Source: an optimization exercise on an open RTL-to-GDS flow (aim: small area). Production flows keep margins and buffers that such runs may drop.
Function was not checked in any run shown here: the RTL went through the layout flow alone.

==> flow/design.v <==
module Median_Finder_9inputs_8bits(
    output wire [7:0] median_pixel,
    output wire       out_valid,
    input  wire [7:0] pixel0, pixel1, pixel2,
    input  wire [7:0] pixel3, pixel4, pixel5,
    input  wire [7:0] pixel6, pixel7, pixel8,
    input  wire       in_valid,
    input  wire       rst,
    input  wire       clk
);
    reg [2:0] valid_q;
    always @(posedge clk) begin
        if (rst) valid_q <= 3'b0;
        else     valid_q <= {valid_q[1:0], in_valid};
    end
    assign out_valid = valid_q[2];
    wire [7:0] x0_0 = pixel0, x0_1 = pixel1, x0_2 = pixel2;
    wire [7:0] x0_3 = pixel3, x0_4 = pixel4, x0_5 = pixel5;
    wire [7:0] x0_6 = pixel6, x0_7 = pixel7, x0_8 = pixel8;
    wire [7:0] m;    
    wire e7_0 = x0_0[7];
    wire e7_1 = x0_1[7];
    wire e7_2 = x0_2[7];
    wire e7_3 = x0_3[7];
    wire e7_4 = x0_4[7];
    wire e7_5 = x0_5[7];
    wire e7_6 = x0_6[7];
    wire e7_7 = x0_7[7];
    wire e7_8 = x0_8[7];
    assign m[7] = maj9({e7_8, e7_7, e7_6, e7_5, e7_4, e7_3, e7_2, e7_1, e7_0});
    wire g7_0 = 1'b0, l7_0 = 1'b0;
    wire g7_1 = 1'b0, l7_1 = 1'b0;
    wire g7_2 = 1'b0, l7_2 = 1'b0;
    wire g7_3 = 1'b0, l7_3 = 1'b0;
    wire g7_4 = 1'b0, l7_4 = 1'b0;
    wire g7_5 = 1'b0, l7_5 = 1'b0;
    wire g7_6 = 1'b0, l7_6 = 1'b0;
    wire g7_7 = 1'b0, l7_7 = 1'b0;
    wire g7_8 = 1'b0, l7_8 = 1'b0;
    wire G6_0 = g7_0 | (e7_0 & ~m[7]);
    wire L6_0 = l7_0 | (~e7_0 & m[7]);
    wire e6_0 = G6_0 | (x0_0[6] & ~L6_0);
    wire G6_1 = g7_1 | (e7_1 & ~m[7]);
    wire L6_1 = l7_1 | (~e7_1 & m[7]);
    wire e6_1 = G6_1 | (x0_1[6] & ~L6_1);
    wire G6_2 = g7_2 | (e7_2 & ~m[7]);
    wire L6_2 = l7_2 | (~e7_2 & m[7]);
    wire e6_2 = G6_2 | (x0_2[6] & ~L6_2);
    wire G6_3 = g7_3 | (e7_3 & ~m[7]);
    wire L6_3 = l7_3 | (~e7_3 & m[7]);
    wire e6_3 = G6_3 | (x0_3[6] & ~L6_3);
    wire G6_4 = g7_4 | (e7_4 & ~m[7]);
    wire L6_4 = l7_4 | (~e7_4 & m[7]);
    wire e6_4 = G6_4 | (x0_4[6] & ~L6_4);
    wire G6_5 = g7_5 | (e7_5 & ~m[7]);
    wire L6_5 = l7_5 | (~e7_5 & m[7]);
    wire e6_5 = G6_5 | (x0_5[6] & ~L6_5);
    wire G6_6 = g7_6 | (e7_6 & ~m[7]);
    wire L6_6 = l7_6 | (~e7_6 & m[7]);
    wire e6_6 = G6_6 | (x0_6[6] & ~L6_6);
    wire G6_7 = g7_7 | (e7_7 & ~m[7]);
    wire L6_7 = l7_7 | (~e7_7 & m[7]);
    wire e6_7 = G6_7 | (x0_7[6] & ~L6_7);
    wire G6_8 = g7_8 | (e7_8 & ~m[7]);
    wire L6_8 = l7_8 | (~e7_8 & m[7]);
    wire e6_8 = G6_8 | (x0_8[6] & ~L6_8);
    assign m[6] = maj9({e6_8, e6_7, e6_6, e6_5, e6_4, e6_3, e6_2, e6_1, e6_0});
    wire g6_0 = G6_0, l6_0 = L6_0;
    wire g6_1 = G6_1, l6_1 = L6_1;
    wire g6_2 = G6_2, l6_2 = L6_2;
    wire g6_3 = G6_3, l6_3 = L6_3;
    wire g6_4 = G6_4, l6_4 = L6_4;
    wire g6_5 = G6_5, l6_5 = L6_5;
    wire g6_6 = G6_6, l6_6 = L6_6;
    wire g6_7 = G6_7, l6_7 = L6_7;
    wire g6_8 = G6_8, l6_8 = L6_8;
    wire gf0_0 = g6_0 | (e6_0 & ~m[6]);
    wire lf0_0 = l6_0 | (~e6_0 & m[6]);
    wire gf0_1 = g6_1 | (e6_1 & ~m[6]);
    wire lf0_1 = l6_1 | (~e6_1 & m[6]);
    wire gf0_2 = g6_2 | (e6_2 & ~m[6]);
    wire lf0_2 = l6_2 | (~e6_2 & m[6]);
    wire gf0_3 = g6_3 | (e6_3 & ~m[6]);
    wire lf0_3 = l6_3 | (~e6_3 & m[6]);
    wire gf0_4 = g6_4 | (e6_4 & ~m[6]);
    wire lf0_4 = l6_4 | (~e6_4 & m[6]);
    wire gf0_5 = g6_5 | (e6_5 & ~m[6]);
    wire lf0_5 = l6_5 | (~e6_5 & m[6]);
    wire gf0_6 = g6_6 | (e6_6 & ~m[6]);
    wire lf0_6 = l6_6 | (~e6_6 & m[6]);
    wire gf0_7 = g6_7 | (e6_7 & ~m[6]);
    wire lf0_7 = l6_7 | (~e6_7 & m[6]);
    wire gf0_8 = g6_8 | (e6_8 & ~m[6]);
    wire lf0_8 = l6_8 | (~e6_8 & m[6]);
    reg [5:0] x1_0, x1_1, x1_2, x1_3, x1_4, x1_5, x1_6, x1_7, x1_8;
    reg [7:6] mr0;
    always @(posedge clk) begin
        x1_0 <= ({6{gf0_0}} | x0_0[5:0]) & ~{6{lf0_0}};
        x1_1 <= ({6{gf0_1}} | x0_1[5:0]) & ~{6{lf0_1}};
        x1_2 <= ({6{gf0_2}} | x0_2[5:0]) & ~{6{lf0_2}};
        x1_3 <= ({6{gf0_3}} | x0_3[5:0]) & ~{6{lf0_3}};
        x1_4 <= ({6{gf0_4}} | x0_4[5:0]) & ~{6{lf0_4}};
        x1_5 <= ({6{gf0_5}} | x0_5[5:0]) & ~{6{lf0_5}};
        x1_6 <= ({6{gf0_6}} | x0_6[5:0]) & ~{6{lf0_6}};
        x1_7 <= ({6{gf0_7}} | x0_7[5:0]) & ~{6{lf0_7}};
        x1_8 <= ({6{gf0_8}} | x0_8[5:0]) & ~{6{lf0_8}};
        mr0 <= m[7:6];
    end
    wire e5_0 = x1_0[5];
    wire e5_1 = x1_1[5];
    wire e5_2 = x1_2[5];
    wire e5_3 = x1_3[5];
    wire e5_4 = x1_4[5];
    wire e5_5 = x1_5[5];
    wire e5_6 = x1_6[5];
    wire e5_7 = x1_7[5];
    wire e5_8 = x1_8[5];
    assign m[5] = maj9({e5_8, e5_7, e5_6, e5_5, e5_4, e5_3, e5_2, e5_1, e5_0});
    wire g5_0 = 1'b0, l5_0 = 1'b0;
    wire g5_1 = 1'b0, l5_1 = 1'b0;
    wire g5_2 = 1'b0, l5_2 = 1'b0;
    wire g5_3 = 1'b0, l5_3 = 1'b0;
    wire g5_4 = 1'b0, l5_4 = 1'b0;
    wire g5_5 = 1'b0, l5_5 = 1'b0;
    wire g5_6 = 1'b0, l5_6 = 1'b0;
    wire g5_7 = 1'b0, l5_7 = 1'b0;
    wire g5_8 = 1'b0, l5_8 = 1'b0;
    wire G4_0 = g5_0 | (e5_0 & ~m[5]);
    wire L4_0 = l5_0 | (~e5_0 & m[5]);
    wire e4_0 = G4_0 | (x1_0[4] & ~L4_0);
    wire G4_1 = g5_1 | (e5_1 & ~m[5]);
    wire L4_1 = l5_1 | (~e5_1 & m[5]);
    wire e4_1 = G4_1 | (x1_1[4] & ~L4_1);
    wire G4_2 = g5_2 | (e5_2 & ~m[5]);
    wire L4_2 = l5_2 | (~e5_2 & m[5]);
    wire e4_2 = G4_2 | (x1_2[4] & ~L4_2);
    wire G4_3 = g5_3 | (e5_3 & ~m[5]);
    wire L4_3 = l5_3 | (~e5_3 & m[5]);
    wire e4_3 = G4_3 | (x1_3[4] & ~L4_3);
    wire G4_4 = g5_4 | (e5_4 & ~m[5]);
    wire L4_4 = l5_4 | (~e5_4 & m[5]);
    wire e4_4 = G4_4 | (x1_4[4] & ~L4_4);
    wire G4_5 = g5_5 | (e5_5 & ~m[5]);
    wire L4_5 = l5_5 | (~e5_5 & m[5]);
    wire e4_5 = G4_5 | (x1_5[4] & ~L4_5);
    wire G4_6 = g5_6 | (e5_6 & ~m[5]);
    wire L4_6 = l5_6 | (~e5_6 & m[5]);
    wire e4_6 = G4_6 | (x1_6[4] & ~L4_6);
    wire G4_7 = g5_7 | (e5_7 & ~m[5]);
    wire L4_7 = l5_7 | (~e5_7 & m[5]);
    wire e4_7 = G4_7 | (x1_7[4] & ~L4_7);
    wire G4_8 = g5_8 | (e5_8 & ~m[5]);
    wire L4_8 = l5_8 | (~e5_8 & m[5]);
    wire e4_8 = G4_8 | (x1_8[4] & ~L4_8);
    assign m[4] = maj9({e4_8, e4_7, e4_6, e4_5, e4_4, e4_3, e4_2, e4_1, e4_0});
    wire g4_0 = G4_0, l4_0 = L4_0;
    wire g4_1 = G4_1, l4_1 = L4_1;
    wire g4_2 = G4_2, l4_2 = L4_2;
    wire g4_3 = G4_3, l4_3 = L4_3;
    wire g4_4 = G4_4, l4_4 = L4_4;
    wire g4_5 = G4_5, l4_5 = L4_5;
    wire g4_6 = G4_6, l4_6 = L4_6;
    wire g4_7 = G4_7, l4_7 = L4_7;
    wire g4_8 = G4_8, l4_8 = L4_8;
    wire gf1_0 = g4_0 | (e4_0 & ~m[4]);
    wire lf1_0 = l4_0 | (~e4_0 & m[4]);
    wire gf1_1 = g4_1 | (e4_1 & ~m[4]);
    wire lf1_1 = l4_1 | (~e4_1 & m[4]);
    wire gf1_2 = g4_2 | (e4_2 & ~m[4]);
    wire lf1_2 = l4_2 | (~e4_2 & m[4]);
    wire gf1_3 = g4_3 | (e4_3 & ~m[4]);
    wire lf1_3 = l4_3 | (~e4_3 & m[4]);
    wire gf1_4 = g4_4 | (e4_4 & ~m[4]);
    wire lf1_4 = l4_4 | (~e4_4 & m[4]);
    wire gf1_5 = g4_5 | (e4_5 & ~m[4]);
    wire lf1_5 = l4_5 | (~e4_5 & m[4]);
    wire gf1_6 = g4_6 | (e4_6 & ~m[4]);
    wire lf1_6 = l4_6 | (~e4_6 & m[4]);
    wire gf1_7 = g4_7 | (e4_7 & ~m[4]);
    wire lf1_7 = l4_7 | (~e4_7 & m[4]);
    wire gf1_8 = g4_8 | (e4_8 & ~m[4]);
    wire lf1_8 = l4_8 | (~e4_8 & m[4]);
    reg [3:0] x2_0, x2_1, x2_2, x2_3, x2_4, x2_5, x2_6, x2_7, x2_8;
    reg [7:4] mr1;
    always @(posedge clk) begin
        x2_0 <= ({4{gf1_0}} | x1_0[3:0]) & ~{4{lf1_0}};
        x2_1 <= ({4{gf1_1}} | x1_1[3:0]) & ~{4{lf1_1}};
        x2_2 <= ({4{gf1_2}} | x1_2[3:0]) & ~{4{lf1_2}};
        x2_3 <= ({4{gf1_3}} | x1_3[3:0]) & ~{4{lf1_3}};
        x2_4 <= ({4{gf1_4}} | x1_4[3:0]) & ~{4{lf1_4}};
        x2_5 <= ({4{gf1_5}} | x1_5[3:0]) & ~{4{lf1_5}};
        x2_6 <= ({4{gf1_6}} | x1_6[3:0]) & ~{4{lf1_6}};
        x2_7 <= ({4{gf1_7}} | x1_7[3:0]) & ~{4{lf1_7}};
        x2_8 <= ({4{gf1_8}} | x1_8[3:0]) & ~{4{lf1_8}};
        mr1 <= {mr0, m[5:4]};
    end
    wire e3_0 = x2_0[3];
    wire e3_1 = x2_1[3];
    wire e3_2 = x2_2[3];
    wire e3_3 = x2_3[3];
    wire e3_4 = x2_4[3];
    wire e3_5 = x2_5[3];
    wire e3_6 = x2_6[3];
    wire e3_7 = x2_7[3];
    wire e3_8 = x2_8[3];
    assign m[3] = maj9({e3_8, e3_7, e3_6, e3_5, e3_4, e3_3, e3_2, e3_1, e3_0});
    wire g3_0 = 1'b0, l3_0 = 1'b0;
    wire g3_1 = 1'b0, l3_1 = 1'b0;
    wire g3_2 = 1'b0, l3_2 = 1'b0;
    wire g3_3 = 1'b0, l3_3 = 1'b0;
    wire g3_4 = 1'b0, l3_4 = 1'b0;
    wire g3_5 = 1'b0, l3_5 = 1'b0;
    wire g3_6 = 1'b0, l3_6 = 1'b0;
    wire g3_7 = 1'b0, l3_7 = 1'b0;
    wire g3_8 = 1'b0, l3_8 = 1'b0;
    wire G2_0 = g3_0 | (e3_0 & ~m[3]);
    wire L2_0 = l3_0 | (~e3_0 & m[3]);
    wire e2_0 = G2_0 | (x2_0[2] & ~L2_0);
    wire G2_1 = g3_1 | (e3_1 & ~m[3]);
    wire L2_1 = l3_1 | (~e3_1 & m[3]);
    wire e2_1 = G2_1 | (x2_1[2] & ~L2_1);
    wire G2_2 = g3_2 | (e3_2 & ~m[3]);
    wire L2_2 = l3_2 | (~e3_2 & m[3]);
    wire e2_2 = G2_2 | (x2_2[2] & ~L2_2);
    wire G2_3 = g3_3 | (e3_3 & ~m[3]);
    wire L2_3 = l3_3 | (~e3_3 & m[3]);
    wire e2_3 = G2_3 | (x2_3[2] & ~L2_3);
    wire G2_4 = g3_4 | (e3_4 & ~m[3]);
    wire L2_4 = l3_4 | (~e3_4 & m[3]);
    wire e2_4 = G2_4 | (x2_4[2] & ~L2_4);
    wire G2_5 = g3_5 | (e3_5 & ~m[3]);
    wire L2_5 = l3_5 | (~e3_5 & m[3]);
    wire e2_5 = G2_5 | (x2_5[2] & ~L2_5);
    wire G2_6 = g3_6 | (e3_6 & ~m[3]);
    wire L2_6 = l3_6 | (~e3_6 & m[3]);
    wire e2_6 = G2_6 | (x2_6[2] & ~L2_6);
    wire G2_7 = g3_7 | (e3_7 & ~m[3]);
    wire L2_7 = l3_7 | (~e3_7 & m[3]);
    wire e2_7 = G2_7 | (x2_7[2] & ~L2_7);
    wire G2_8 = g3_8 | (e3_8 & ~m[3]);
    wire L2_8 = l3_8 | (~e3_8 & m[3]);
    wire e2_8 = G2_8 | (x2_8[2] & ~L2_8);
    assign m[2] = maj9({e2_8, e2_7, e2_6, e2_5, e2_4, e2_3, e2_2, e2_1, e2_0});
    wire g2_0 = G2_0, l2_0 = L2_0;
    wire g2_1 = G2_1, l2_1 = L2_1;
    wire g2_2 = G2_2, l2_2 = L2_2;
    wire g2_3 = G2_3, l2_3 = L2_3;
    wire g2_4 = G2_4, l2_4 = L2_4;
    wire g2_5 = G2_5, l2_5 = L2_5;
    wire g2_6 = G2_6, l2_6 = L2_6;
    wire g2_7 = G2_7, l2_7 = L2_7;
    wire g2_8 = G2_8, l2_8 = L2_8;
    wire gf2_0 = g2_0 | (e2_0 & ~m[2]);
    wire lf2_0 = l2_0 | (~e2_0 & m[2]);
    wire gf2_1 = g2_1 | (e2_1 & ~m[2]);
    wire lf2_1 = l2_1 | (~e2_1 & m[2]);
    wire gf2_2 = g2_2 | (e2_2 & ~m[2]);
    wire lf2_2 = l2_2 | (~e2_2 & m[2]);
    wire gf2_3 = g2_3 | (e2_3 & ~m[2]);
    wire lf2_3 = l2_3 | (~e2_3 & m[2]);
    wire gf2_4 = g2_4 | (e2_4 & ~m[2]);
    wire lf2_4 = l2_4 | (~e2_4 & m[2]);
    wire gf2_5 = g2_5 | (e2_5 & ~m[2]);
    wire lf2_5 = l2_5 | (~e2_5 & m[2]);
    wire gf2_6 = g2_6 | (e2_6 & ~m[2]);
    wire lf2_6 = l2_6 | (~e2_6 & m[2]);
    wire gf2_7 = g2_7 | (e2_7 & ~m[2]);
    wire lf2_7 = l2_7 | (~e2_7 & m[2]);
    wire gf2_8 = g2_8 | (e2_8 & ~m[2]);
    wire lf2_8 = l2_8 | (~e2_8 & m[2]);
    reg [1:0] x3_0, x3_1, x3_2, x3_3, x3_4, x3_5, x3_6, x3_7, x3_8;
    reg [7:2] mr2;
    always @(posedge clk) begin
        x3_0 <= ({2{gf2_0}} | x2_0[1:0]) & ~{2{lf2_0}};
        x3_1 <= ({2{gf2_1}} | x2_1[1:0]) & ~{2{lf2_1}};
        x3_2 <= ({2{gf2_2}} | x2_2[1:0]) & ~{2{lf2_2}};
        x3_3 <= ({2{gf2_3}} | x2_3[1:0]) & ~{2{lf2_3}};
        x3_4 <= ({2{gf2_4}} | x2_4[1:0]) & ~{2{lf2_4}};
        x3_5 <= ({2{gf2_5}} | x2_5[1:0]) & ~{2{lf2_5}};
        x3_6 <= ({2{gf2_6}} | x2_6[1:0]) & ~{2{lf2_6}};
        x3_7 <= ({2{gf2_7}} | x2_7[1:0]) & ~{2{lf2_7}};
        x3_8 <= ({2{gf2_8}} | x2_8[1:0]) & ~{2{lf2_8}};
        mr2 <= {mr1, m[3:2]};
    end
    wire e1_0 = x3_0[1];
    wire e1_1 = x3_1[1];
    wire e1_2 = x3_2[1];
    wire e1_3 = x3_3[1];
    wire e1_4 = x3_4[1];
    wire e1_5 = x3_5[1];
    wire e1_6 = x3_6[1];
    wire e1_7 = x3_7[1];
    wire e1_8 = x3_8[1];
    assign m[1] = maj9({e1_8, e1_7, e1_6, e1_5, e1_4, e1_3, e1_2, e1_1, e1_0});
    wire g1_0 = 1'b0, l1_0 = 1'b0;
    wire g1_1 = 1'b0, l1_1 = 1'b0;
    wire g1_2 = 1'b0, l1_2 = 1'b0;
    wire g1_3 = 1'b0, l1_3 = 1'b0;
    wire g1_4 = 1'b0, l1_4 = 1'b0;
    wire g1_5 = 1'b0, l1_5 = 1'b0;
    wire g1_6 = 1'b0, l1_6 = 1'b0;
    wire g1_7 = 1'b0, l1_7 = 1'b0;
    wire g1_8 = 1'b0, l1_8 = 1'b0;
    wire G0_0 = g1_0 | (e1_0 & ~m[1]);
    wire L0_0 = l1_0 | (~e1_0 & m[1]);
    wire e0_0 = G0_0 | (x3_0[0] & ~L0_0);
    wire G0_1 = g1_1 | (e1_1 & ~m[1]);
    wire L0_1 = l1_1 | (~e1_1 & m[1]);
    wire e0_1 = G0_1 | (x3_1[0] & ~L0_1);
    wire G0_2 = g1_2 | (e1_2 & ~m[1]);
    wire L0_2 = l1_2 | (~e1_2 & m[1]);
    wire e0_2 = G0_2 | (x3_2[0] & ~L0_2);
    wire G0_3 = g1_3 | (e1_3 & ~m[1]);
    wire L0_3 = l1_3 | (~e1_3 & m[1]);
    wire e0_3 = G0_3 | (x3_3[0] & ~L0_3);
    wire G0_4 = g1_4 | (e1_4 & ~m[1]);
    wire L0_4 = l1_4 | (~e1_4 & m[1]);
    wire e0_4 = G0_4 | (x3_4[0] & ~L0_4);
    wire G0_5 = g1_5 | (e1_5 & ~m[1]);
    wire L0_5 = l1_5 | (~e1_5 & m[1]);
    wire e0_5 = G0_5 | (x3_5[0] & ~L0_5);
    wire G0_6 = g1_6 | (e1_6 & ~m[1]);
    wire L0_6 = l1_6 | (~e1_6 & m[1]);
    wire e0_6 = G0_6 | (x3_6[0] & ~L0_6);
    wire G0_7 = g1_7 | (e1_7 & ~m[1]);
    wire L0_7 = l1_7 | (~e1_7 & m[1]);
    wire e0_7 = G0_7 | (x3_7[0] & ~L0_7);
    wire G0_8 = g1_8 | (e1_8 & ~m[1]);
    wire L0_8 = l1_8 | (~e1_8 & m[1]);
    wire e0_8 = G0_8 | (x3_8[0] & ~L0_8);
    assign m[0] = maj9({e0_8, e0_7, e0_6, e0_5, e0_4, e0_3, e0_2, e0_1, e0_0});
    wire g0_0 = G0_0, l0_0 = L0_0;
    wire g0_1 = G0_1, l0_1 = L0_1;
    wire g0_2 = G0_2, l0_2 = L0_2;
    wire g0_3 = G0_3, l0_3 = L0_3;
    wire g0_4 = G0_4, l0_4 = L0_4;
    wire g0_5 = G0_5, l0_5 = L0_5;
    wire g0_6 = G0_6, l0_6 = L0_6;
    wire g0_7 = G0_7, l0_7 = L0_7;
    wire g0_8 = G0_8, l0_8 = L0_8;
    wire gf3_0 = g0_0 | (e0_0 & ~m[0]);
    wire lf3_0 = l0_0 | (~e0_0 & m[0]);
    wire gf3_1 = g0_1 | (e0_1 & ~m[0]);
    wire lf3_1 = l0_1 | (~e0_1 & m[0]);
    wire gf3_2 = g0_2 | (e0_2 & ~m[0]);
    wire lf3_2 = l0_2 | (~e0_2 & m[0]);
    wire gf3_3 = g0_3 | (e0_3 & ~m[0]);
    wire lf3_3 = l0_3 | (~e0_3 & m[0]);
    wire gf3_4 = g0_4 | (e0_4 & ~m[0]);
    wire lf3_4 = l0_4 | (~e0_4 & m[0]);
    wire gf3_5 = g0_5 | (e0_5 & ~m[0]);
    wire lf3_5 = l0_5 | (~e0_5 & m[0]);
    wire gf3_6 = g0_6 | (e0_6 & ~m[0]);
    wire lf3_6 = l0_6 | (~e0_6 & m[0]);
    wire gf3_7 = g0_7 | (e0_7 & ~m[0]);
    wire lf3_7 = l0_7 | (~e0_7 & m[0]);
    wire gf3_8 = g0_8 | (e0_8 & ~m[0]);
    wire lf3_8 = l0_8 | (~e0_8 & m[0]);
    assign median_pixel = {mr2, m[1:0]};
    function maj9(input [8:0] v);
        begin
            maj9 = maj3((&v[2:0]) | (&v[5:3]) | (&v[8:6]),
                        (|v[2:0]) & (|v[5:3]) & (|v[8:6]),
                        maj3(maj3(v[0], v[1], v[2]), maj3(v[3], v[4], v[5]),
                             maj3(v[6], v[7], v[8])));
        end
    endfunction
    function maj3(input a, input b, input c);
        maj3 = (a & b) | (b & c) | (a & c);
    endfunction
endmodule
==> flow/run.sh <==
#!/bin/bash
# synth_recipe.tcl (not shown) runs the flow's synth.tcl, then flattens the netlist and writes it again
# the make line also repeats each setting of config.mk as NAME=value (left out here)
make -C /OpenROAD-flow-scripts/flow DESIGN_CONFIG=/design/flow/config.mk WORK_HOME=/design/flow/orfs CLKGATE_MAP_FILE= SYNTH_SCRIPT=/design/flow/synth_recipe.tcl finish
==> flow/config.mk <==
export PLATFORM = sky130hd
export DESIGN_NAME = Median_Finder_9inputs_8bits
export DESIGN_NICKNAME = Median_Finder_9inputs_8bits
export VERILOG_FILES = /design/flow/design.v
export SDC_FILE = /design/flow/constraint.sdc
export NUM_CORES = 4
export LEC_CHECK = 0
export ABC_AREA = 1
export CAP_MARGIN = 20
export CORE_MARGIN = 2
export CORE_UTILIZATION = 40
export SLEW_MARGIN = 20
==> flow/constraint.sdc <==
create_clock -name core_clock -period 2.5 [get_ports {clk}]
set_input_delay 0.5000 -clock core_clock [delete_from_list [all_inputs] [get_ports {clk}]]
set_output_delay 0.5000 -clock core_clock [all_outputs]
set_load 0.01 [all_outputs]
==> qor.txt, run 1 <==
outcome: finished with violations
violated checks: negative setup slack
layout cell share with drive strength beyond 1: 0.323
initial antenna violation count: 0
Rel. slew slack: 0.823
Starting Density: 0.404
async set-reset flop share out of synthesis: 0
die area: 17600 sq um
Synth top area share: 0.371
nets: 1401
Die Span Y: 133 microns
Setup Viol. Count Final: 5
Synth Area in Compound Gates: 0.0339
synth cell count leaders: 353 x nand2_1, 305 x inv_1, 195 x nand3_1, 123 x dfxtp_1, 30 x nor2_1
syn_area_per_cell: 6.07 sq um
DP HPWL: 12400 microns
clock buffer depth: 2
Syn. warnings: 1
Top Ports: 84
Detailed Route WL: 17300 microns
Antenna Diode Count: 0
mux contribution to synthesized area: 0
Die W: 133 microns
Crit. End Element: output port
Arr. time, crit path: 2.33 ns
critical path peak fanout: 6
Final GP Congestion: 0.831
mapped cell area: 6630 sq um
largest net degree at the start of global routing: 20
1st-iter DRT viols: 294
RSZ-0062 raised after global routing: true
core region area: 16400 sq um
Fmax: 0.353 GHz
Worst Setup Slack, final: -0.333 ns
Crit path required time: 2.00 ns
FF+latch count, synth: 123
Pins Over Slew Limit: 0
synth unique cells: 25
Synth Area in Adders: 0
row count: 47
Worst Tran Pin Value: 0.264 ns
Synth Net Count: 1168
Tot GR Track Use: 0.184
TritonCTS clock tree: built
largest family of logic cells by synthesized area: simple AND/OR/NAND/NOR gates
area delta synth->final: 56.7%
Clock Latency Late Sink: 0.41 ns
Post-synth EDFFs: 0
post-synthesis sequential area ratio: 0.371
Final Hold Vio Count: 0
clock sinks: 123
Clock transition at path regs: 0.06 ns
drt first pass iters: 5
Area contributors post-synth: dfxtp_1 37%, nand2_1 20%, inv_1 17%
CTS root buf: clkbuf_16
post-route ant nets: 0
CTS hold repair buffers: 0
Setup Crit Path Kind: reg2out
Hold Crit Class: reg2reg
Tcrit/Tclk final: 1.13
post-route cell area: 10400 sq um
Mapped Cells: 1093
first-pass GRT wire length: 26500 microns
post-synth top area cell: dfxtp_1
vias in the first global route: 6208
GR Overflow Total: 0
DR WL/cell: 11.1 microns
# DRC: 0
max_cap viols: 0
top_reg_cell synth: dfxtp_1
count leader, synth: nand2_1
XOR/XNOR Fraction of Synth Area: 0
Via Count: 6843
Startpoint Class: flip-flop
H-Tree Depth: 4
Fill cells: 1449
Inserted Clock Buffers: 17
vias per cell: 4.39
final clock skew: 0.00677 ns
Port Buffers: 83
Synth Area in Simple Gates: 0.412
placed inst area: 8600 sq um
WHS: 0.326 ns
minimum clock period: 2.83 ns
-- critical path: stages (launching register included) --
cell and delay [ns]:
dfxtp_2 0.34, nand2_1 0.08, a21oi_2 0.15, nor2_1 0.07, a31oi_1 0.13, o21ai_1 0.10, nand2_2 0.15, buf_6 0.12
a21oi_2 0.05, buf_4 0.15, o21ai_1 0.11, nand2_1 0.07, nand2_1 0.07, nand3_1 0.08, nor2_1 0.09, nor2_1 0.04
buf_2 0.13
-- repair_timing --
action | in CTS | in global routing
setup buffers | 4 | 12
pin swaps | 18 | 57
resized for setup | 103 | 253
cloned | 3 | 3
setup endpoints to repair | 111 | 113
-- area by class of cell --
class | count | area (sq um) | area share
sequential | 123 | 2520 | 0.242
multi-input combinational | 658 | 3900 | 0.375
tap | 220 | 275 | 0.0265
clock buffer | 19 | 443 | 0.0426
timing repair buffer | 218 | 1970 | 0.190
inverter | 308 | 1160 | 0.112
clock inverter | 13 | 126 | 0.0122
-- kinds of logic after synthesis --
group,after synthesis
buffers and inverters,315
and+or+nand+nor,619
AOI/OAI and AO/OA,36
DFF,123
-- through the flow --
stage	setup slack (ns)	instances	TNS (ns)	utilization
final	-0.333	1559	-0.384	0.633
after global routing	-0.537	1559	-4.32	0.633
after CTS	-0.355	1544	-0.355	0.575
after detailed placement	-0.829	1505	-50.20	0.524
after global placement	-0.796	1505	-48.00	0.524
after floorplan	0.0315	1093	0	-
-- layout by cell type, fill, tap and decap left out, drive strengths merged --
cell	instances
inv	308
bufinv	2
a211oi	1
buf	133
clkdlybuf4s15	1
nand3	195
o21bai	1
o221ai	1
nor3	4
or2	6
clkinv	8
o211ai	1
nor2	30
a31oi	1
dfxtp	123
nand3b	5
clkbuf	31
clkinvlp	3
a21boi	10
nand2	381
o21ai	17
clkdlybuf4s50	72
a21oi	4
and2	1
-- path summary, 6_finish.rpt --
| path | start | end | slack [ns] | cells past startpoint |
|---|---|---|---|---|
| worst max-delay path | x3_0[1] | median_pixel[0] | -0.33 | 16 |
| worst min-delay path | mr0[7] | mr1[7] | 0.33 | 0 |
| worst max register to register | x1_8[5] | x2_5[2] | -0.03 | 18 |
| worst min register to register | mr0[7] | mr1[7] | 0.33 | 0 |
-- layer usage --
metal  track usage  up-vias  share of wire
li1              -     3717              -
met1         0.217     2984           0.43
met2         0.326      116           0.52
met3        0.0356       26          0.031
met4        0.0800        0          0.021
met5             0        -              0
==> run 2, diff against run 1 <==
--- a/flow/design.v
+++ b/flow/design.v
@@ -8,12 +8,12 @@
     input  wire       rst,
     input  wire       clk
 );
-    reg [2:0] valid_q;
+    reg [3:0] valid_q;
     always @(posedge clk) begin
-        if (rst) valid_q <= 3'b0;
-        else     valid_q <= {valid_q[1:0], in_valid};
+        if (rst) valid_q <= 4'b0;
+        else     valid_q <= {valid_q[2:0], in_valid};
     end
-    assign out_valid = valid_q[2];
+    assign out_valid = valid_q[3];
     wire [7:0] x0_0 = pixel0, x0_1 = pixel1, x0_2 = pixel2;
     wire [7:0] x0_3 = pixel3, x0_4 = pixel4, x0_5 = pixel5;
     wire [7:0] x0_6 = pixel6, x0_7 = pixel7, x0_8 = pixel8;
@@ -356,7 +356,11 @@
     wire lf3_7 = l0_7 | (~e0_7 & m[0]);
     wire gf3_8 = g0_8 | (e0_8 & ~m[0]);
     wire lf3_8 = l0_8 | (~e0_8 & m[0]);
-    assign median_pixel = {mr2, m[1:0]};
+    reg [7:0] mr3;
+    always @(posedge clk) begin
+        mr3 <= {mr2, m[1:0]};
+    end
+    assign median_pixel = mr3;
     function maj9(input [8:0] v);
         begin
             maj9 = maj3((&v[2:0]) | (&v[5:3]) | (&v[8:6]),
==> run 2 against run 1 <==
- highest routed layer unchanged
- sequential cell count grew 9
- routed wire length rose by 3.7%
- worst hold slack worse by 0.0013 ns
- via count increased by 0.34%
- critical path type is now reg2reg
- critical endpoint is now x2_0[0]
- utilization rose by 0.81 points
- register-to-register slack about the same
- the layout still fails its checks (negative setup slack)
- worst setup slack improved by 0.29 ns
- first-iteration DRC count fell by 1.7%
==> qor.txt, run 2 <==
violated checks: negative setup slack
XOR/XNOR Fraction of Synth Area: 0 (unchanged)
synth unique cells: 24 (-4.0%)
Via Count: 6866 (+0.34%)
layout cell share with drive strength beyond 1: 0.303 (-0.0191)
Synth Area in Compound Gates: 0.0253 (-0.00864)
Starting Density: 0.407 (+0.00257)
initial antenna violation count: 0 (unchanged)
1st-iter DRT viols: 289 (-1.7%)
DP HPWL: 12700 microns (+2.3%)
mapped cell area: 6720 sq um (+1.4%)
H-Tree Depth: 4 (unchanged)
crit-path max cell delay: 0.40 ns (+0.06 ns)
Fill cells: 1459 (+0.69%)
row count: 47 (unchanged)
Post-synth EDFFs: 0 (unchanged)
Crit path max-delay family: simple AND/OR/NAND/NOR gates
vias per cell: 4.31 (-1.9%)
Final GP Congestion: 0.899 (+8.2%)
synth cell count leaders: 372 x nand2_1, 296 x inv_1, 194 x nand3_1, 132 x dfxtp_1, 32 x nor2_1
vias in the first global route: 6497 (+4.7%)
Buf+Inv Stages, Crit Path: 4 (+1)
Tcrit/Tclk final: 1.02 (-0.118)
Antenna Diode Count: 0 (unchanged)
Final Core Density: 0.642 (+0.00814)
mux contribution to synthesized area: 0 (unchanged)
CP cell instances: inv_2, nand3_2, nand3_2, or2_4, nand2_4, buf_8, nand2_4, nand2_2, nand2_1, buf_4, nand2_1, nand3_2, nand2_2, nand3_4, nand2_8, nand3_2, nand2_2, nand2_1, inv_1
critical path peak fanout: 9 (+3)
Die W: 134 microns (+0.66%)
Crit. End Element: flip-flop
Setup Crit Path Kind: reg2reg
GR Overflow Total: 0 (unchanged)
Synth Area in Simple Gates: 0.404 (-0.00775)
DR WL/cell: 11.2 microns (+1.4%)
placed cells: 1541 (+2.4%)
area delta synth->final: 57.7%
largest reg by FF count: mr3
CP most frequent cell: nand3_2
Clock Latency Late Sink: 0.43 ns (+0.02 ns)
Crit path required time: 2.87 ns (+0.87 ns)
post-route insts no fill: 1594 (+2.2%)
top_reg_cell synth: dfxtp_1
CTS hold repair buffers: 0 (unchanged)
core region area: 16500 sq um (+0.72%)
Inserted Clock Buffers: 17 (unchanged)
Port Buffers: 83 (unchanged)
Final Hold Vio Count: 0 (unchanged)
Area contributors post-synth: dfxtp_1 39%, nand2_1 21%, inv_1 17%
Worst Setup Slack, final: -0.0393 ns (+0.294 ns)
Die Span Y: 134 microns (+0.66%)
Synth top area share: 0.393 (+0.0218)
# DRC: 0 (unchanged)
Top Ports: 84 (unchanged)
Arr. time, crit path: 2.91 ns (+0.58 ns)
syn_area_per_cell: 6.09 sq um (+0.26%)
outcome: finished with violations
Setup Viol. Count Final: 9 (+4)
nets: 1436 (+2.5%)
Rel. slew slack: 0.790 (-0.0331)
Mapped Cells: 1105 (+1.1%)
RSZ-0062 raised after global routing: true
slowest CP cell: dfxtp_4
CTS root buf: clkbuf_16
Tot GR Track Use: 0.199 (+0.0144)
final clock skew: 0.0108 ns (+0.00406 ns)
Fmax: 0.394 GHz (+12%)
clock sinks: 132 (+7.3%)
largest family of logic cells by synthesized area: simple AND/OR/NAND/NOR gates
Clock transition at path regs: 0.06 ns (about the same)
Syn. warnings: 1 (unchanged)
FF+latch count, synth: 132 (+7.3%)
Detailed Route WL: 17900 microns (+3.7%)
Pins Over Slew Limit: 0 (unchanged)
minimum clock period: 2.54 ns (-0.294 ns)
Hold Crit Class: reg2reg
Largest register FFs: 8
Worst Tran Pin Value: 0.312 ns (+0.0479 ns)
Synth Net Count: 1180 (+1.0%)
clock buffer depth: 2 (unchanged)
most frequent cells in the layout: 305 x nand2_1, 274 x inv_1, 142 x buf_4
post-route ant nets: 0 (unchanged)
Synth Area in Adders: 0 (unchanged)
largest net degree at the start of global routing: 20 (unchanged)
max_cap viols: 0 (unchanged)
async set-reset flop share out of synthesis: 0 (unchanged)
first-pass GRT wire length: 28300 microns (+6.9%)
TritonCTS clock tree: built
die area: 17900 sq um (+1.3%)
post-synth top area cell: dfxtp_1
drt first pass iters: 5 (unchanged)
commonest non-fill, non-tap cell in the layout: nand2_1
count leader, synth: nand2_1
Startpoint Class: flip-flop
post-synthesis sequential area ratio: 0.393 (+0.0218)
-- run 2: cell count changes in the layout (fill, tap and decap cells not counted), sizes merged, moves of 9 or more --
cell    before  now
buf        133  164
nand2      381  396
a21boi      10    0
clkbuf      31   22
dfxtp      123  132
-- run 2: worst register-to-register path: stages, from the launching register on --
cell	delay, ns
dfxtp_4	0.40
inv_2	0.06
nand3_2	0.09
nand3_2	0.09
or2_4	0.25
nand2_4	0.10
buf_8	0.15
nand2_4	0.06
nand2_2	0.05
nand2_1	0.07
buf_4	0.16
nand2_1	0.08
nand3_2	0.12
nand2_2	0.12
nand3_4	0.18
nand2_8	0.19
nand3_2	0.09
nand2_2	0.14
nand2_1	0.07
inv_1	0.05
-- run 2: cell families (layout without fill, tap and decap cells) --
| group | count (synthesis) | after routing |
|---|---|---|
| and+or+nand+nor | 632 | 635 |
| buffers and inverters | 311 | 577 |
| AOI/OAI and AO/OA | 30 | 30 |
| DFF | 132 | 132 |
-- run 2: final timing paths --
path                            startpoint      end  slack, ns  cells past startpoint
worst max-delay path               x1_2[5]  x2_0[0]      -0.04                     19
worst min-delay path                mr2[2]   mr3[2]       0.32                      0
worst max register to register     x1_2[5]  x2_0[0]      -0.04                     19
worst min register to register      mr2[2]   mr3[2]       0.32                      0
-- run 2: timing repair --
action,CTS,global route
gates cloned,5,3
pin swaps,17,51
setup endpoints to repair,111,110
resized for setup,132,161
buffers inserted,6,7
-- run 2: layout make-up --
type                       count  area, sq um  share of cell area
clock buffer                  19          453              0.0427
multi-input combinational    665         3700               0.349
clock inverter                13          173              0.0163
tap                          220          275              0.0260
timing repair buffer         241         2180               0.205
inverter                     304         1150               0.108
sequential                   132         2680               0.253
-- run 2: through the flow --
| step | TNS [ns] | setup WS, ns | hold WS, ns | cell area (sq um) |
|---|---|---|---|---|
| 3_5_place_dp | -58.28 | -0.905 | 0.312 | 8870 |
| 5_1_grt | -4.99 | -0.171 | 0.330 | 10600 |
| 6_report | -0.176 | -0.0393 | 0.325 | 10600 |
| 2_1_floorplan | 0 | 0.00832 | 0.310 | 6730 |
| 4_1_cts | 0 | 0.00176 | 0.325 | 10000 |
| 3_3_place_gp | -57.07 | -0.911 | 0.310 | 8870 |
-- run 2: metal layers --
metal	global-route usage	vias to the layer above	part of all wire
met1	0.227	2897	0.43
met5	0	-	0
li1	-	3792	-
met2	0.353	129	0.50
met3	0.0472	48	0.038
met4	0.0851	0	0.037
==> run 3, diff against run 2 <==
==> flow/flow/run.sh (new file) <==
#!/bin/bash
# Own layout flow: the standard flow, with two changes:
#  - synthesis maps the logic with the ABC script in flow/abc.script (an
#    area-oriented mapping) instead of ORFS's; the rest of the standard
#    synthesis (synth_recipe.tcl) is unchanged, so registers keep their names;
#  - port buffers are plain buffers (flow/ports.txt names the cell) instead
#    of the default delay cell.
# Each tool's output goes to a log file in the folder this runs in.
set -euo pipefail
W=$PWD
F=$W/flow
sed 's|log_cmd abc {\*}\$abc_args|log_cmd abc {*}[lreplace $abc_args 1 1 '"$F"'/abc.script]|' \
    "$FLOW_HOME/scripts/synth.tcl" > "$W/own_synth_core.tcl"
grep -q "$F/abc.script" "$W/own_synth_core.tcl"
sed "s|source \$::env(SCRIPTS_DIR)/synth.tcl|source $W/own_synth_core.tcl|" \
    "$W/synth_recipe.tcl" > "$W/own_synth.tcl"
grep -q "own_synth_core.tcl" "$W/own_synth.tcl"
bash "$W/standard.sh" "SYNTH_SCRIPT=$W/own_synth.tcl" synth > "$W/own_synth.log" 2>&1
EXTRA=()
while read -r line; do
    [[ -z "$line" || "$line" == \#* ]] || EXTRA+=("$line")
done < "$F/make_vars.txt"
bash "$W/standard.sh" "${EXTRA[@]}" finish > "$W/own_layout.log" 2>&1
==> flow/flow/abc.script (new file) <==
strash
dch
map -a
topo
stime -c
buffer -c
upsize -c
dnsize -c
==> flow/flow/make_vars.txt (new file) <==
# extra make variables for the layout, one per line
BUFFER_PORTS_ARGS=-buffer_cell sky130_fd_sc_hd__buf_2
==> flow/standard.sh (new file) <==
#!/bin/bash
# synth_recipe.tcl (not shown) runs the flow's synth.tcl, then flattens the netlist and writes it again
# the make line also repeats each setting of config.mk as NAME=value (left out here)
make -C /OpenROAD-flow-scripts/flow DESIGN_CONFIG=/design/flow/config.mk WORK_HOME=/design/flow/orfs CLKGATE_MAP_FILE= SYNTH_SCRIPT=/design/flow/synth_recipe.tcl "${@:-finish}"
removed: flow/run.sh
==> run 3 against run 2 <==
- the layout still fails its checks (negative setup slack)
- routed wire length is 0.27% higher
- non-clock buffer count grew 40
- area after synthesis is 16% lower
- critical path depth increased by 2
- count of clock-buffer cells in the layout unchanged
- final cell count down 21%
- sequential share of layout area grew 1.5 points
- via count down 13%
- critical endpoint is now x2_8[3]
- largest cell class unchanged
- highest routed layer unchanged
==> qor.txt, run 3 <==
first-pass GRT wire length: 25800 microns (-8.8%)
grt met2 use: 0.420 (+0.0671)
synth cell count leaders: 181 x inv_1, 155 x a21oi_1, 132 x dfxtp_1, 104 x nor2_1, 45 x nand2_1
Final GP Congestion: 0.852 (-5.2%)
vias in the first global route: 5763 (-11%)
Hold Crit Class: in2reg
Port Buffers: 83 (unchanged)
DR WL/cell: 14.3 microns (+28%)
nets: 1134 (-21%)
# DRC: 0 (unchanged)
Synth top area share: 0.469 (+0.0763)
mux contribution to synthesized area: 0 (unchanged)
largest net degree at the start of global routing: 17 (-15%)
H-Tree Depth: 4 (unchanged)
most frequent cells in the layout: 174 x buf_4, 158 x inv_1, 112 x a21oi_2
largest family of logic cells by synthesized area: compound AO/OA/AOI/OAI gates
XOR/XNOR Fraction of Synth Area: 0 (unchanged)
synth unique cells: 29 (+21%)
Synth Area in Compound Gates: 0.238 (+0.213)
GRT Max-Usage Layer: met2
mapped cell area: 5630 sq um (-16%)
Setup Crit Path Kind: reg2reg
Arr. time, crit path: 3.37 ns (+0.46 ns)
Fmax: 0.331 GHz (-16%)
Setup Viol. Count Final: 109 (+100)
critical path peak fanout: 7 (-2)
largest reg by FF count: mr3
Detailed Route WL: 18000 microns (+0.27%)
Clock Latency Late Sink: 0.42 ns (about the same)
Crit. End Element: flip-flop
Synth Area in Simple Gates: 0.123 (-0.281)
CTS root buf: clkbuf_16
RSZ-0062 raised after global routing: true
layout cell share with drive strength beyond 1: 0.615 (+0.311)
top_reg_cell synth: dfxtp_1
Via Count: 5981 (-13%)
Crit path required time: 2.84 ns (-0.03 ns)
max_cap viols: 0 (unchanged)
Top Ports: 84 (unchanged)
Startpoint Class: flip-flop
drt first pass iters: 4 (-1)
Tcrit/Tclk final: 1.21 (+0.194)
GR Util met3: 0.0497 (+0.00254)
minimum clock period: 3.02 ns (+0.485 ns)
clock buffer depth: 2 (unchanged)
Final Core Density: 0.727 (+0.0851)
grt met1 use: 0.240 (+0.0125)
area delta synth->final: 78.5%
Largest register FFs: 8 (unchanged)
GR Overflow Total: 0 (unchanged)
DP Worst Slack: -0.696 ns (+0.208 ns)
Fill cells: 945 (-35%)
Total Neg Setup Slack: -32.48 ns (-32.31 ns)
syn_area_per_cell: 7.38 sq um (+21%)
TritonCTS clock tree: built
Clock transition at path regs: 0.06 ns (about the same)
post-route ant nets: 0 (unchanged)
Pins Over Slew Limit: 0 (unchanged)
Worst Setup Slack, final: -0.525 ns (-0.485 ns)
final clock skew: 0.00972 ns (-0.00111 ns)
count leader, synth: inv_1
Worst Tran Pin Value: 0.635 ns (+0.323 ns)
Rel. slew slack: 0.574 (-0.216)
core region area: 13800 sq um (-16%)
Die W: 123 microns (-8.2%)
Starting Density: 0.407 (about the same)
row count: 43 (-8.5%)
FF+latch count, synth: 132 (unchanged)
DP HPWL: 10800 microns (-15%)
post-synth top area cell: dfxtp_1
clock sinks: 132 (unchanged)
Mapped Cells: 763 (-31%)
Inserted Clock Buffers: 17 (unchanged)
Antenna Diode Count: 0 (unchanged)
post-synthesis sequential area ratio: 0.469 (+0.0763)
Post-synth EDFFs: 0 (unchanged)
Die Span Y: 123 microns (-8.2%)
placed cells: 1169 (-24%)
Final Hold Vio Count: 0 (unchanged)
vias per cell: 4.78 (+11%)
violated checks: negative setup slack
Synth Net Count: 838 (-29%)
die area: 15000 sq um (-16%)
initial antenna violation count: 0 (unchanged)
outcome: finished with violations
1st-iter DRT viols: 210 (-27%)
commonest non-fill, non-tap cell in the layout: buf_4
Tot GR Track Use: 0.222 (+0.0229)
Syn. warnings: 1 (unchanged)
async set-reset flop share out of synthesis: 0 (unchanged)
post-route insts no fill: 1252 (-21%)
Synth Area in Adders: 0.0198 (+0.0198)
Area contributors post-synth: dfxtp_1 47%, a21oi_1 14%, inv_1 12%
## run 3: cell types whose count changed after synthesis, moves of 6 or more
cell,change
nand2_1,-327
o21ai_1,+12
a21oi_2,+27
inv_1,-115
nand3_1,-190
nor2_2,+6
inv_2,+20
nand2_2,-17
nor2_1,+72
a21oi_1,+149
maj3_1,+10
## run 3: what timing repair did
action,in CTS,in global routing
pin swaps,66,83
resized for setup,209,203
hold buffers,0,0
setup buffers,37,18
setup endpoints to repair,111,111
cloned,5,0
## run 3: final cells by class
cell class,instances,area [sq um],area share
Multi-Input combinational cell,415,3470,0.345
Sequential cell,132,2690,0.268
Timing Repair Buffer,281,2160,0.215
Inverter,210,826,0.0822
Clock buffer,19,433,0.0431
Clock inverter,13,231,0.0230
Tap cell,180,225,0.0224
Timing Repair inverter,2,15.0,0.00149
## run 3: cell families after synthesis
family,Yosys count
AOI/OAI and AO/OA,232
adders and majority gates,11
DFF,132
and+or+nand+nor,172
buffers and inverters,216
## run 3: critical path: stages, from the launching register on
cell,delay [ns]
dfxtp_2,0.36
inv_1,0.10
nor2_4,0.13
nand2_1,0.11
o221ai_1,0.14
o221ai_2,0.14
nand2_2,0.15
clkinvlp_4,0.21
nor2_2,0.17
inv_2,0.06
a21oi_4,0.19
inv_2,0.07
nor2_4,0.11
nor2_2,0.04
maj3_2,0.29
o21ai_2,0.06
nand2_2,0.09
clkinv_4,0.10
buf_12,0.12
buf_8,0.10
a21oi_4,0.07
a21oi_1,0.11
## run 3: final timing paths
check,start,depth (start not counted),end,slack [ns]
worst max-delay path,x1_3[5],21,x2_8[3],-0.52
worst min-delay path,rst,2,valid_q[2],0.28
worst max register to register,x1_3[5],21,x2_8[3],-0.52
worst min register to register,mr2[3],0,mr3[3],0.32
## run 3: per-stage QoR
| stage | cell area (sq um) | hold slack, ns |
|---|---|---|
| finish | 10000 | 0.277 |
| global route | 10000 | 0.277 |
| CTS | 9190 | 0.260 |
| detailed placement | 7490 | 0.312 |
| global placement | 7490 | 0.310 |
| floorplan | 5760 | 0.310 |
## run 3: per-layer routing
layer	up-vias	wire [microns]
met4	0	661
met3	45	515
met5	-	0
met1	2815	6910
li1	2987	-
met2	134	9880

-- separate check: timing with driven ports --
No port has a modelled driver above. Below, the same layouts with a new extraction and two added sets of constraints. Step 1 assumes that a clkbuf_16 drives the clock port and a buf_2 every other input. Step 2 also shifts input and output timing later by t, the mid clock arrival at the registers, as if the neighbouring blocks saw the same clock. a / b / c = ideal / step 1 / step 2; a / b = the first two.
| run | t (ns) | setup WS [ns] | worst slew at a driven data input, ns |
|---|---|---|---|
| run 1 | 0.448 | -0.333 / -0.373 / -0.210 | 0.05 |
| run 2 | 0.467 | -0.039 / -0.039 / -0.268 | 0.06 |
| run 3 | 0.457 | -0.525 / -0.525 / -0.681 | 0.06 |
The setup slack of run 2, which loses most, moves by 0.000 ns with the drivers and by -0.229 ns with both steps.
